This is an optimization exercise on Yosys and OpenROAD, whose aim is small area, not a production implementation. Function was checked by simulation only, so behaviour that the tests miss may differ from the original. No activity file was given, so power comes from the tool's default toggle rates. No driver is modelled on the clock port, so clocking that relies on it looks cheaper here than on a real chip.

==> flow/design.v <==
`timescale 1ns / 1ps
module LineBuffer
               #(parameter LINE_W = 64)  
               (input clk,
               input [7:0] input_data,
               input shift,
               output [7:0] tap1,           
               output [7:0] tap_r,          
               output [7:0] tap_c,          
               output [7:0] tap_l,          
               output [7:0] tap_w,          
               output [7:0] tap_t);         
localparam N = 2*LINE_W;
reg [8*N-1:0] chain;
always @(posedge clk)
  if (shift)
    chain <= {chain[8*N-9:0], input_data};
assign tap1  = chain[8*1-1 -: 8];
assign tap_r = chain[8*(LINE_W-1)-1 -: 8];
assign tap_c = chain[8*LINE_W-1 -: 8];
assign tap_l = chain[8*(LINE_W+1)-1 -: 8];
assign tap_w = chain[8*(N-1)-1 -: 8];
assign tap_t = chain[8*N-1 -: 8];
endmodule
`timescale 1ns / 1ps
module MulAcc
               (input [7:0] c,  
               input [7:0] l,   
               input [7:0] r,   
               input [7:0] t,   
               input [7:0] b,   
               output [7:0] pixel_odata);
wire w1 = l[0] ^ r[0];
wire w2 = l[0] & r[0];
wire w3 = l[1] ^ r[1] ^ t[1];
wire w4 = (l[1] & r[1]) | (t[1] & (l[1] ^ r[1]));
wire w5 = l[2] ^ r[2] ^ t[2];
wire w6 = (l[2] & r[2]) | (t[2] & (l[2] ^ r[2]));
wire w7 = l[3] ^ r[3] ^ t[3];
wire w8 = (l[3] & r[3]) | (t[3] & (l[3] ^ r[3]));
wire w9 = l[4] ^ r[4] ^ t[4];
wire w10 = (l[4] & r[4]) | (t[4] & (l[4] ^ r[4]));
wire w11 = l[5] ^ r[5] ^ t[5];
wire w12 = (l[5] & r[5]) | (t[5] & (l[5] ^ r[5]));
wire w13 = l[6] ^ r[6] ^ t[6];
wire w14 = (l[6] & r[6]) | (t[6] & (l[6] ^ r[6]));
wire w15 = l[7] ^ r[7] ^ t[7];
wire w16 = (l[7] & r[7]) | (t[7] & (l[7] ^ r[7]));
wire w17 = t[0] ^ b[0];
wire w18 = t[0] & b[0];
wire w19 = b[1] ^ w2 ^ w3;
wire w20 = (b[1] & w2) | (w3 & (b[1] ^ w2));
wire w21 = b[2] ^ w4 ^ w5;
wire w22 = (b[2] & w4) | (w5 & (b[2] ^ w4));
wire w23 = b[3] ^ w6 ^ w7;
wire w24 = (b[3] & w6) | (w7 & (b[3] ^ w6));
wire w25 = b[4] ^ w8 ^ w9;
wire w26 = (b[4] & w8) | (w9 & (b[4] ^ w8));
wire w27 = b[5] ^ w10 ^ w11;
wire w28 = (b[5] & w10) | (w11 & (b[5] ^ w10));
wire w29 = b[6] ^ w12 ^ w13;
wire w30 = (b[6] & w12) | (w13 & (b[6] ^ w12));
wire w31 = b[7] ^ w14 ^ w15;
wire w32 = (b[7] & w14) | (w15 & (b[7] ^ w14));
wire w33 = w1 ^ w17;
wire w34 = w1 & w17;
wire w35 = w18 ^ w19 ^ w34;
wire w36 = (w18 & w19) | (w34 & (w18 ^ w19));
wire w37 = w20 ^ w21 ^ w36;
wire w38 = (w20 & w21) | (w36 & (w20 ^ w21));
wire w39 = w22 ^ w23 ^ w38;
wire w40 = (w22 & w23) | (w38 & (w22 ^ w23));
wire w41 = w24 ^ w25 ^ w40;
wire w42 = (w24 & w25) | (w40 & (w24 ^ w25));
wire w43 = w26 ^ w27 ^ w42;
wire w44 = (w26 & w27) | (w42 & (w26 ^ w27));
wire w45 = w28 ^ w29 ^ w44;
wire w46 = (w28 & w29) | (w44 & (w28 ^ w29));
wire w47 = w30 ^ w31 ^ w46;
wire w48 = (w30 & w31) | (w46 & (w30 ^ w31));
wire w49 = w16 ^ w32 ^ w48;
wire w50 = (w16 & w32) | (w48 & (w16 ^ w32));
wire w51 = c[0] ^ ~w33;
wire w52 = c[0] & ~w33;
wire w53 = c[1] ^ ~w35;
wire w54 = c[1] & ~w35;
wire w55 = c[0] ^ c[2] ^ ~w37;
wire w56 = (c[0] & c[2]) | (~w37 & (c[0] ^ c[2]));
wire w57 = c[1] ^ c[3] ^ ~w39;
wire w58 = (c[1] & c[3]) | (~w39 & (c[1] ^ c[3]));
wire w59 = c[2] ^ c[4] ^ ~w41;
wire w60 = (c[2] & c[4]) | (~w41 & (c[2] ^ c[4]));
wire w61 = c[3] ^ c[5] ^ ~w43;
wire w62 = (c[3] & c[5]) | (~w43 & (c[3] ^ c[5]));
wire w63 = c[4] ^ c[6] ^ ~w45;
wire w64 = (c[4] & c[6]) | (~w45 & (c[4] ^ c[6]));
wire w65 = c[5] ^ c[7] ^ ~w47;
wire w66 = (c[5] & c[7]) | (~w47 & (c[5] ^ c[7]));
wire w67 = c[6] ^ ~w49;
wire w68 = c[6] & ~w49;
wire w69 = c[7] ^ ~w50;
wire w70 = c[7] & ~w50;
wire w71 = 1'b1 ^ w51;
wire w72 = 1'b1 & w51;
wire w73 = w52 ^ w53 ^ w72;
wire w74 = (w52 & w53) | (w72 & (w52 ^ w53));
wire w75 = w54 ^ w55 ^ w74;
wire w76 = (w54 & w55) | (w74 & (w54 ^ w55));
wire w77 = w56 ^ w57 ^ w76;
wire w78 = (w56 & w57) | (w76 & (w56 ^ w57));
wire w79 = w58 ^ w59 ^ w78;
wire w80 = (w58 & w59) | (w78 & (w58 ^ w59));
wire w81 = w60 ^ w61 ^ w80;
wire w82 = (w60 & w61) | (w80 & (w60 ^ w61));
wire w83 = w62 ^ w63 ^ w82;
wire w84 = (w62 & w63) | (w82 & (w62 ^ w63));
wire w85 = w64 ^ w65 ^ w84;
wire w86 = (w64 & w65) | (w84 & (w64 ^ w65));
wire w87 = w66 ^ w67 ^ w86;
wire w88 = (w66 & w67) | (w86 & (w66 ^ w67));
wire w89 = w68 ^ w69 ^ w88;
wire w90 = (w68 & w69) | (w88 & (w68 ^ w69));
wire w91 = 1'b1 ^ w70 ^ w90;
wire w92 = (1'b1 & w70) | (w90 & (1'b1 ^ w70));
wire w93 = 1'b1 ^ w92;
wire w94 = 1'b1 & w92;
wire [7:0] s = {w85, w83, w81, w79, w77, w75, w73, w71};
wire neg = w93;
wire [7:0] below;
assign below[0] = 1'b0;
genvar i;
generate for (i = 1; i < 8; i = i + 1) begin : g_neg
  assign below[i] = below[i-1] | s[i-1];
end endgenerate
assign pixel_odata = s ^ ({8{neg}} & below);
endmodule
`timescale 1ns / 1ps
module CntrLogic
                ( input clk,
                input reset,  
                input is_valid_input,
                output col_first,  
                output col_last,   
                output rows_ok     
);
reg [5:0] col;
reg [1:0] rows;
wire fb = col[5] ^ col[4] ^ (col[4:0] == 5'd0);
assign col_first = (col == 6'b000000);
assign col_last  = (col == 6'b100000);
assign rows_ok   = rows[1];
always @(posedge clk) begin
  if (reset) begin
    col <= 0;
    rows <= 0;
  end else if (is_valid_input) begin
    col <= {col[4:0], fb};
    if (col_last && !rows[1])
      rows <= rows + 1'b1;
  end
end
endmodule
`timescale 1ns / 1ps
module TopModule(
input axis_clk,
input axis_resetn,
input i_datavalid,
input [7:0] idata,
output s_axis_ready,
output o_datavalid,
output [7:0] odata,
input m_axis_ready,  
output intr
    );
localparam LINE_W = 64;
wire reset = !axis_resetn;
wire col_first, col_last, rows_ok;
wire [7:0] tap1, tap_r, tap_c, tap_l, tap_w, tap_t;
wire [7:0] result;
reg [7:0] odata_r;
reg       ovalid_r;
reg [7:0] last_px;   
reg       last_due;  
assign s_axis_ready = 1'b1;
assign o_datavalid = ovalid_r;
assign odata = odata_r;
assign intr = last_due;
CntrLogic ctrl (
  .clk(axis_clk), .reset(reset), .is_valid_input(i_datavalid),
  .col_first(col_first), .col_last(col_last), .rows_ok(rows_ok));
LineBuffer #(.LINE_W(LINE_W)) lines (
  .clk(axis_clk), .input_data(idata), .shift(i_datavalid),
  .tap1(tap1), .tap_r(tap_r), .tap_c(tap_c), .tap_l(tap_l),
  .tap_w(tap_w), .tap_t(tap_t));
MulAcc mac (
  .c(tap_c),
  .l(col_first ? tap1 : tap_l),
  .r(col_last ? tap_w : tap_r),
  .t(tap_t),
  .b(idata),
  .pixel_odata(result));
wire take = i_datavalid & rows_ok;
always @(posedge axis_clk) begin
  if (reset) begin
    ovalid_r <= 1'b0;
    last_due <= 1'b0;
  end else begin
    ovalid_r <= last_due | (take & !col_first);
    last_due <= take & col_last;
  end
end
always @(posedge axis_clk) begin
  if (take & col_first)
    last_px <= result;
  if (last_due)
    odata_r <= last_px;
  else
    odata_r <= result;
end
endmodule
==> flow/flow/run.sh <==
#!/bin/bash
# Standard ORFS layout with two changes: the clock tree uses clkbuf_16 only,
# with sink clusters of up to 32 flip-flops and no dummy loads, and the
# port buffers are buf_1.
set -euo pipefail
export CTS_ARGS="-sink_clustering_enable -repair_clock_nets -sink_clustering_size 32 -sink_clustering_max_diameter 100 -dont_use_dummy_load -buf_list sky130_fd_sc_hd__clkbuf_16"
export BUFFER_PORTS_ARGS="-buffer_cell sky130_fd_sc_hd__buf_1"
bash standard.sh > standard.log 2>&1
==> flow/standard.sh <==
#!/bin/bash
# synth_recipe.tcl (not shown) runs the flow's synth.tcl, then flattens the netlist and writes it again
# the make line also repeats each setting of config.mk as NAME=value (left out here)
make -C /OpenROAD-flow-scripts/flow DESIGN_CONFIG=/design/flow/config.mk WORK_HOME=/design/flow/orfs CLKGATE_MAP_FILE= SYNTH_SCRIPT=/design/flow/synth_recipe.tcl "${@:-finish}"
==> flow/config.mk <==
export PLATFORM = sky130hd
export DESIGN_NAME = TopModule
export DESIGN_NICKNAME = TopModule
export VERILOG_FILES = /design/flow/design.v
export SDC_FILE = /design/flow/constraint.sdc
export NUM_CORES = 4
export LEC_CHECK = 0
export CAP_MARGIN = 20
export CORE_MARGIN = 2
export CORE_UTILIZATION = 65
export PLACE_DENSITY = 0.8
export SLEW_MARGIN = 20
==> flow/constraint.sdc <==
create_clock -name core_clock -period 10.0 [get_ports {axis_clk}]
set_input_delay 2.0000 -clock core_clock [delete_from_list [all_inputs] [get_ports {axis_clk}]]
set_output_delay 2.0000 -clock core_clock [all_outputs]
set_load 0.01 [all_outputs]
==> reports/metrics.cfg, run 1 <==
[status]
status=no timing/DRC/antenna violations

[place]
hpwlAfterDp_microns=19400
gp_congestion=0.722
io_buffers=20
dp.cells=1928

[critical_path]
r2r_slack_ns=2.98
r2r-start=ctrl.col[0]
worst_ep_required_time_ns=10.51
cp.arrival_ns=7.53
reg2reg_depth=24
path_common_cell=fa_1
cpMaxStageDelayCell=fa_1
crit_path_max_fanout=9
worstSetupEndpointType=register
startpoint_type=register
rr_endpoint=odata_r[6]
crit_path_cell_trace=nor4_4 > nand2_2 > mux2_2 > fa_1 > inv_1 > fa_1 > fa_1 > inv_1 > fa_1 > fa_1 > inv_1 > fa_1 > fa_1 > inv_1 > fa_1 > fa_1 > fa_1 > inv_1 > ha_1 > ha_1 > a211oi_4 > nand2_4 > or4_1 > o211ai_1
crit_path_start=ctrl.col[0]
worstSetupPathType=register to register
critical-path-max-stage-delay_ns=0.53

[min_path]
hold_class=register to register
min_from=lines.chain[786]
hold_path_depth=0
min_to=lines.chain[794]

[layout]
finalNetCount=1356
area_delta_synth_final_pct=5.94
n_antenna_cell=0
stdcell_count=1966
drive_above_1_share=0.0526

[grt]
grt_pass1_vias=10371
grt_util_all_layers=0.149
grt_pass1_wl_microns=59200
grt-busiest-layer=met1
use_met1=0.250
use_met3=0.0210
met2_usage=0.208
antenna_found_initial=2
grt_overflow=0
grt_max_degree=211

[yosys]
synthTopCellsByArea=edfxtp_1 94%, fa_1 2.1%, dfxtp_1 1.1%
ys_seq_area_frac=0.948
synth_nets=1291
synth_area_leader_cell=edfxtp_1
yosysTopAreaCellShare=0.937
syn_avg_cell_area_sq_um=26.9
yosys_warnings=3
synthTopCellsByCount=1032 x edfxtp_1, 48 x inv_1, 35 x fa_1
synth_async_sr_flop_share=0
synth_flop_cell=edfxtp_1
netlist_area_sq_um=33100
synth-edff-count=1032
synth_most_common_cell=edfxtp_1
synth_seq_cells=1050
yosysUniqueCellTypes=34
synthCells=1231

[timing]
setup_violations=0
skew_ns=0.0237
rsz0062_at_grt=no
min_period_ns=7.02
final_hold_viol_count=0
setup_tns_ns=0
drv_slew=0
fmax_mhz=142
worst_slew_pin_slew_ns=1.01
timing.final.crit_share=0.702
slew_headroom=0.324

[drt]
drt_wl_total_microns=38800
antenna_left=0
drt-pass1-iter-count=5
remaining_drc_errors=0
num_vias=10697
dr.first_iter.drc_count=1026
drt-wirelength-per-cell_microns=19.7
viasPerCell=5.44

[clock_network]
clk_pin_slew_ns=0.11
clockRootBuffer=clkbuf_16
cts_resized=0
cts_setup_buffers=0
tritoncts=done
holdBufCountCts=0
htree_levels=2
cts_max_path_buffers=3
cts.sinks=1050
insertion_delay_ns=0.59
numCtsBuffers=38

[floorplanning]
die_y_microns=230
rows=82
core_sq_um=50200
io_pins=23
fp.dieW_microns=230
start_util=0.659
die_area_sq_um=52700

[job]
max-cap-violations=0

[power]
peakVddDrop_v=0.000165
power_leakage_uw=0.0116
p_per_area_nw_per_um2=223

## area by class of cell
cell class / instances / area, sq um
inverter: 48 / 180
fill: 2825 / 15100
timing repair buffer: 29 / 191
sequential: 1050 / 31400
multi-input combinational: 129 / 1510
tap: 672 / 841
clock buffer: 38 / 951
## cell families (layout without fill, tap and decap cells)
logic type,count (synthesis),in the layout,share of synthesized area
other cells,1,1,0.000113
compound gates,10,10,0.00238
flops,1050,1050,0.948
fa+ha+maj,48,48,0.0261
mux,26,26,0.00844
xor+xnor,8,8,0.00212
simple gates,36,36,0.00647
buf+inv,52,115,0.00602
## critical path: cells and delay by family, from the launching register on
family / cells / cell delay, ns
muxes: 1 / 0.37
DFF: 1 / 0.37
adders and majority gates: 12 / 4.09
buffers and inverters: 5 / 0.26
AOI/OAI and AO/OA: 2 / 0.50
and+or+nand+nor: 4 / 1.36
## cells in the final DEF, fill, tap and decap left out, types with 2 or more instances in the layout
| cell | count |
|---|---|
| edfxtp_1 | 1032 |
| inv_1 | 48 |
| clkbuf_16 | 38 |
| fa_1 | 35 |
| buf_1 | 19 |
| dfxtp_1 | 18 |
| mux2_2 | 15 |
| ha_1 | 13 |
| mux2i_1 | 11 |
| nand2_1 | 6 |
| nand3_1 | 6 |
| nor2b_1 | 6 |
| nor2_1 | 5 |
| xor2_1 | 5 |
| buf_4 | 4 |
| xnor2_1 | 3 |
| buf_12 | 3 |
| nand2_2 | 2 |
| nand3b_1 | 2 |
| o21ai_0 | 2 |
| nor3_1 | 2 |
| o21a_1 | 2 |
| a21oi_1 | 2 |
| buf_6 | 2 |
## registers in the layout (all words and copies together), names as in the netlist
name,flops
last_px,8
lines.chain,1024
ctrl.rows,2
odata_r,8
ctrl.col,6
ovalid_r,1
last_due,1
## layer usage
layer  up-vias  share of wire
li1       4895              -
met1      5565           0.50
met2       182           0.44
met3        55          0.043
met4         0          0.021
met5         -              0
## worst max path at each step
stage	endpoint	depth (start not counted)
floorplan	odata_r[6]	20
global placement	odata_r[6]	21
finish	odata_r[6]	24
CTS	odata_r[6]	24
global route	odata_r[6]	24
detailed placement	odata_r[6]	21
## where the power goes
part           switching [uW]  internal [uW]
clock network            1110            691
logic                     434            322
registers                84.0           5160
## per-stage QoR
step	util	worst slack, ns	cell area [sq um]	total power, uW	hold WS, ns
final	0.698	2.98	35000	7810	0.407
after CTS	0.698	2.96	35000	7910	0.406
after global placement	0.679	2.78	34100	6060	0.401
after global routing	0.698	2.63	35000	8140	0.422
after floorplan	-	3.25	33100	5840	0.400
after detailed placement	0.679	2.73	34100	6110	0.405
==> inputs of run 2 (changes only) <==
--- a/flow/config.mk
+++ b/flow/config.mk
@@ -7,6 +7,6 @@
 export LEC_CHECK = 0
 export CAP_MARGIN = 20
 export CORE_MARGIN = 2
-export CORE_UTILIZATION = 65
-export PLACE_DENSITY = 0.8
+export CORE_UTILIZATION = 45
+export PLACE_DENSITY = 0.6
 export SLEW_MARGIN = 20
==> run 2 against run 1 <==
  * Wire length decreased by 3.9%
  * Synthesized cell count unchanged
  * Die area increased by 44%
  * Final area increased by 1.2%
  * Critical path type unchanged
  * Largest cell class unchanged
  * Register-to-register slack improved by 0.07 ns
  * Power increased by 0.32%
  * Non-clock buffer count increased by 2
  * First-iteration DRC count increased by 11%
  * Via count increased by 0.15%
  * Still clean
  * Fmax increased by 0.93%
==> reports/metrics.cfg, run 2 <==
[clock_network]
numCtsBuffers=39
cts.sinks=1050
holdBufCountCts=0
cts_setup_buffers=0
insertion_delay_ns=0.58
htree_levels=2
clockRootBuffer=clkbuf_16
cts_resized=0
cts_max_path_buffers=3
tritoncts=done
clk_pin_slew_ns=0.11

[drt]
dr.first_iter.drc_count=1143
drt_wl_total_microns=37300
num_vias=10713
remaining_drc_errors=0
drt-pass1-iter-count=5
drt-wirelength-per-cell_microns=16.5
viasPerCell=4.75
antenna_left=0

[floorplanning]
die_y_microns=275
die_area_sq_um=75600
io_pins=23
core_sq_um=72800
start_util=0.454
rows=99
fp.dieW_microns=275

[power]
power.total_uw=7830
power_leakage_uw=0.0117
p_per_area_nw_per_um2=221
peakVddDrop_v=0.000167

[yosys]
synth_area_leader_cell=edfxtp_1
synth_nets=1291
synth-simple-area-share=0.00647
yosys.area_share.xor_xnor=0.00212
synth-edff-count=1032
synth_seq_cells=1050
ys_seq_area_frac=0.948
synthTopCellsByCount=1032 x edfxtp_1, 48 x inv_1, 35 x fa_1
yosys_warnings=3
syn_avg_cell_area_sq_um=26.9
yosysUniqueCellTypes=34
synth_async_sr_flop_share=0
synthTopCellsByArea=edfxtp_1 94%, fa_1 2.1%, dfxtp_1 1.1%
synth-compound-area-share=0.00238
synthCells=1231
synth_flop_cell=edfxtp_1
synth_top_family_by_area=adder cells
netlist_area_sq_um=33100
synth_most_common_cell=edfxtp_1
synth_fa_ha_area_frac=0.0261
synthMuxAreaShare=0.00844
yosysTopAreaCellShare=0.937

[timing]
final_hold_viol_count=0
timing.final.crit_share=0.696
fmax_mhz=144
slew_headroom=0.310
setup_tns_ns=0
min_period_ns=6.96
holdWs_ns=0.377
drv_slew=0
rsz0062_at_grt=no
worst_slew_pin_slew_ns=1.03
skew_ns=0.0404
setup_violations=0

[grt]
grt_overflow=0
grt_max_degree=201
antenna_found_initial=2
grt_pass1_wl_microns=58500
grt_util_all_layers=0.0984
grt_pass1_vias=10133

[critical_path]
startpoint_type=register
crit_path_max_fanout=9
worstSetupPathType=register to register
worst_ep_required_time_ns=10.52
cp.arrival_ns=7.48
worstSetupEndpointType=register

[layout]
final_common_cell=edfxtp_1
mostFrequentLayoutCells=1032 x edfxtp_1, 48 x inv_1, 39 x clkbuf_16
largest_reg_flops=1024
finalNetCount=1359
final.fill_count=5735
largest_register=lines.chain
area_delta_synth_final_pct=7.20
largest_registers=lines.chain: 1024 flops, last_px: 8 flops, odata_r: 8 flops
drive_above_1_share=0.0547

[place]
hpwlAfterDp_microns=18000
io_buffers=20
gp_congestion=0.692

[job]
max-cap-violations=0

[min_path]
hold_class=register to register

[status]
status=no timing/DRC/antenna violations

-- run 2: cell count changes in the layout (fill, tap and decap cells not counted), sizes merged --
cell    delta
buf        +2
clkbuf     +1
diode      +1
-- run 2: power by group --
| part | internal [uW] | total (uW) | switching [uW] |
|---|---|---|---|
| clock network | 709 | 1850 | 1140 |
| logic | 319 | 739 | 420 |
| registers | 5160 | 5240 | 81.0 |
| total | 6190 | 7830 | 1640 |
-- run 2: kinds of logic (layout without fill, tap and decap cells) --
| group | after synthesis | after routing |
|---|---|---|
| compound gates | 10 | 10 |
| xor+xnor | 8 | 8 |
| fa+ha+maj | 48 | 48 |
| buf+inv | 52 | 118 |
| flops | 1050 | 1050 |
| mux | 26 | 26 |
| other cells | 1 | 2 |
| simple gates | 36 | 36 |
-- run 2: final timing paths --
kind	start	endpoint	slack [ns]	cells past startpoint
max	ctrl.col[0]	odata_r[6]	3.04	24
min	lines.chain[211]	lines.chain[219]	0.38	0
max reg2reg	ctrl.col[0]	odata_r[6]	3.04	24
min reg2reg	lines.chain[211]	lines.chain[219]	0.38	0
-- run 2: critical path: stages, from the launching register on --
cell and delay [ns]:
dfxtp_1 0.36, nor4_4 0.47, nand2_2 0.31, mux2_2 0.37
fa_1 0.53, inv_1 0.05, fa_1 0.50, fa_1 0.17
inv_1 0.05, fa_1 0.38, fa_1 0.36, inv_1 0.07
fa_1 0.18, fa_1 0.17, inv_1 0.05, fa_1 0.38
fa_1 0.39, fa_1 0.49, inv_1 0.04, ha_1 0.29
ha_1 0.22, a211oi_4 0.40, nand2_4 0.09, or4_1 0.48
o211ai_1 0.10
-- run 2: layer usage --
metal,share of wire,GRT usage
met5,0.00035,0
met2,0.38,0.120
met4,0.021,0.0290
met1,0.55,0.174
met3,0.038,0.0189
-- run 2: stage by stage --
stage                     instances   util  instance area [sq um]  setup WS, ns
final                          2257  0.487                  35400          3.04
after global routing           2256  0.486                  35400          2.63
after CTS                      2255  0.486                  35400          2.94
after detailed placement       2216  0.473                  34400          2.77
after global placement         2216  0.473                  34400          2.74
after floorplan                1231      -                  33100          3.25
-- run 2: layout make-up --
cell class / instances / area (sq um) / area share
flip-flops and latches: 1050 / 31400 / 0.885
multi-input cells: 129 / 1510 / 0.0426
well taps: 959 / 1200 / 0.0339
clock buffers: 39 / 976 / 0.0275
repair buffers: 31 / 219 / 0.00618
inverters: 48 / 180 / 0.00508
diodes: 1 / 2.50 / 0.0000706
==> inputs of run 3 (changes only) <==
==> flow/flow/run.sh (replaced) <==
#!/bin/bash
# Standard ORFS layout with two changes: the clock tree uses clkbuf_16 only,
# with sink clusters of up to 32 flip-flops and no dummy loads, and the
# port buffers are buf_1.
set -euo pipefail
export CTS_ARGS="-sink_clustering_enable -repair_clock_nets -sink_clustering_size 34 -sink_clustering_max_diameter 100 -dont_use_dummy_load -buf_list sky130_fd_sc_hd__clkbuf_16"
export BUFFER_PORTS_ARGS="-buffer_cell sky130_fd_sc_hd__buf_1"
bash standard.sh > standard.log 2>&1
--- a/flow/config.mk
+++ b/flow/config.mk
@@ -7,6 +7,6 @@
 export LEC_CHECK = 0
 export CAP_MARGIN = 20
 export CORE_MARGIN = 2
-export CORE_UTILIZATION = 45
-export PLACE_DENSITY = 0.6
+export CORE_UTILIZATION = 65
+export PLACE_DENSITY = 0.8
 export SLEW_MARGIN = 20
==> run 3 against run 2 <==
  * Final area shrank 1.3%
  * Area after synthesis is the same
  * Core utilization grew 21 points
  * Critical path type unchanged
  * Combinational power grew 3%
  * Worst hold slack gained 0.041 ns
  * Global-route usage grew 5.1 points
  * Sequential share of layout area grew 1.2 points
  * Critical endpoint unchanged
  * Clock power shrank 5%
  * Sequential power is essentially flat
  * Largest cell class unchanged
  * Register-to-register slack lost 0.03 ns
==> reports/metrics.cfg, run 3 <==
[floorplanning]
io_pins=23
die_y_microns=230
start_util=0.659
die_area_sq_um=52700
rows=82
core_sq_um=50200
fp.dieW_microns=230

[power]
p_per_area_nw_per_um2=222
peakVddDrop_v=0.000145
power_leakage_uw=0.0116

[yosys]
synthCells=1231
synth_seq_cells=1050
synth_most_common_cell=edfxtp_1
yosysTopAreaCellShare=0.937
ys_seq_area_frac=0.948
netlist_area_sq_um=33100
yosysUniqueCellTypes=34
synth_nets=1291
synthTopCellsByCount=1032 x edfxtp_1, 48 x inv_1, 35 x fa_1
synth_area_leader_cell=edfxtp_1
synth-edff-count=1032
synth_flop_cell=edfxtp_1
synth_async_sr_flop_share=0
yosys_warnings=3
syn_avg_cell_area_sq_um=26.9
synthTopCellsByArea=edfxtp_1 94%, fa_1 2.1%, dfxtp_1 1.1%

[grt]
grt_overflow=0
grt_util_all_layers=0.149
grt_pass1_wl_microns=59100
grt_pass1_vias=10345
grt_max_degree=211
antenna_found_initial=3

[drt]
drt_wl_total_microns=38900
drt-wirelength-per-cell_microns=19.8
antenna_left=0
remaining_drc_errors=0
viasPerCell=5.45
wl_met2_microns=17400
wl_met1_microns=19200
dr.first_iter.drc_count=1195
highest_layer=met4
drt-pass1-iter-count=5
num_vias=10717
wl_met3_microns=1620

[clock_network]
tritoncts=done
numCtsBuffers=36
cts_resized=0
htree_levels=2
holdBufCountCts=0
clk_pin_slew_ns=0.12
clockRootBuffer=clkbuf_16
cts_max_path_buffers=3
cts.sinks=1050
insertion_delay_ns=0.59
cts_setup_buffers=0

[min_path]
min_from=lines.chain[582]
hold_class=register to register
min_to=lines.chain[590]
hold_path_depth=0

[critical_path]
worstSetupPathType=register to register
r2r_slack_ns=3.02
rr_endpoint=odata_r[6]
startpoint_type=register
r2r-start=ctrl.col[0]
worst_ep_required_time_ns=10.51
cp.arrival_ns=7.50
worstSetupEndpointType=register
crit_path_max_fanout=9
reg2reg_depth=24

[place]
placed_area_sq_um=34100
gp_congestion=0.722
io_buffers=20
hpwlAfterDp_microns=19400

[timing]
fmax_mhz=143
rsz0062_at_grt=no
final_hold_viol_count=0
setup_tns_ns=0
drv_slew=0
slew_headroom=0.323
setup_violations=0
holdWs_ns=0.418
worst_slew_pin_slew_ns=1.01
min_period_ns=6.98
skew_ns=0.0222
timing.final.crit_share=0.698

[status]
status=no timing/DRC/antenna violations

[job]
max-cap-violations=0

[layout]
final_common_cell=edfxtp_1
final_area_sq_um=35000
finalNetCount=1354
largest_register=lines.chain
area_delta_synth_final_pct=5.80
largest_reg_flops=1024
drive_above_1_share=0.0511
mostFrequentLayoutCells=1032 x edfxtp_1, 48 x inv_1, 36 x clkbuf_16
largest_registers=lines.chain: 1024 flops, last_px: 8 flops, odata_r: 8 flops

run 3: kinds of logic after synthesis:
kind of cell    share of synthesized area
simple gates                      0.00647
other cells                      0.000113
compound gates                    0.00238
fa+ha+maj                          0.0261
flops                               0.948
xor+xnor                          0.00212
mux                               0.00844
buf+inv                           0.00602
run 3: final cells by class:
type / count / area, sq um
flip-flops and latches: 1050 / 31400
fillers: 2827 / 15200
multi-input cells: 129 / 1510
clock buffers: 36 / 901
well taps: 672 / 841
repair buffers: 29 / 191
inverters: 48 / 180
diodes: 1 / 2.50
run 3: per-stage QoR:
step                power [uW]  setup slack [ns]  std cells  utilization
global route              8100              2.64       1964        0.697
detailed placement        6110              2.73       1928        0.679
global placement          6060              2.78       1928        0.679
floorplan                 5840              3.25       1231            -
finish                    7770              3.02       1965        0.697
CTS                       7860              2.97       1964        0.697
run 3: per-layer routing:
layer,vias to the layer above,track usage
li1,4895,-
met1,5596,0.247
met2,184,0.212
met3,42,0.0265
met4,0,0.0381
met5,-,0
run 3: critical path, stage by stage (launching register included):
cell and delay [ns]:
dfxtp_1 0.37, nor4_4 0.48, nand2_2 0.30, mux2_2 0.37, fa_1 0.53, inv_1 0.05
fa_1 0.50, fa_1 0.18, inv_1 0.05, fa_1 0.37, fa_1 0.37, inv_1 0.07
fa_1 0.18, fa_1 0.17, inv_1 0.05, fa_1 0.38, fa_1 0.39, fa_1 0.49
inv_1 0.04, ha_1 0.19, ha_1 0.34, a211oi_4 0.37, nand2_4 0.09, or4_1 0.47
o211ai_1 0.11
run 3: power by group:
part	total [uW]	switching (uW)	internal, uW
clock	1760	1100	658
sequential	5250	84.0	5160
combinational	758	436	322
total	7770	1620	6140
run 3: worst max-delay path by stage:
stage / start / endpoint / slack (ns) / depth (start not counted)
after floorplan: idata[1] / odata_r[6] / 3.25 / 20
after global placement: idata[1] / odata_r[6] / 2.78 / 21
after detailed placement: idata[1] / odata_r[6] / 2.73 / 21
after CTS: ctrl.col[0] / odata_r[6] / 2.97 / 24
after global routing: ctrl.col[0] / odata_r[6] / 2.64 / 24
final: ctrl.col[0] / odata_r[6] / 3.02 / 24

-- what the ideal ports hide --
How much do the figures lean on ideal ports? The routed layouts below were timed once more, with nothing changed but the port constraints. Step 1: set_driving_cell puts a clkbuf_16 on axis_clk and a buf_2 on each other input, an assumption about the parent block. Step 2, shift: input delay + t, output delay - t, t = (earliest + latest rising clock arrival at the registers) / 2. This alone moves slack from input paths to output paths. a / b / c = no drivers / after step 1 / after step 2; a / b = the first two.
run	t, ns	setup slack, ns	clock arrival spread, ns	worst register clock-pin slew, ns
run 1	0.635	2.979 / 2.979 / 2.704	0.032 / 0.031	0.12 / 0.12
run 2	0.631	3.044 / 3.044 / 2.775	0.050 / 0.051	0.12 / 0.12
run 3	0.641	3.017 / 3.017 / 2.702	0.035 / 0.035	0.12 / 0.12
After both steps every run listed still meets setup and hold. The setup slack of run 3, which loses most, moves by 0.000 ns with the drivers and by -0.315 ns with both steps.
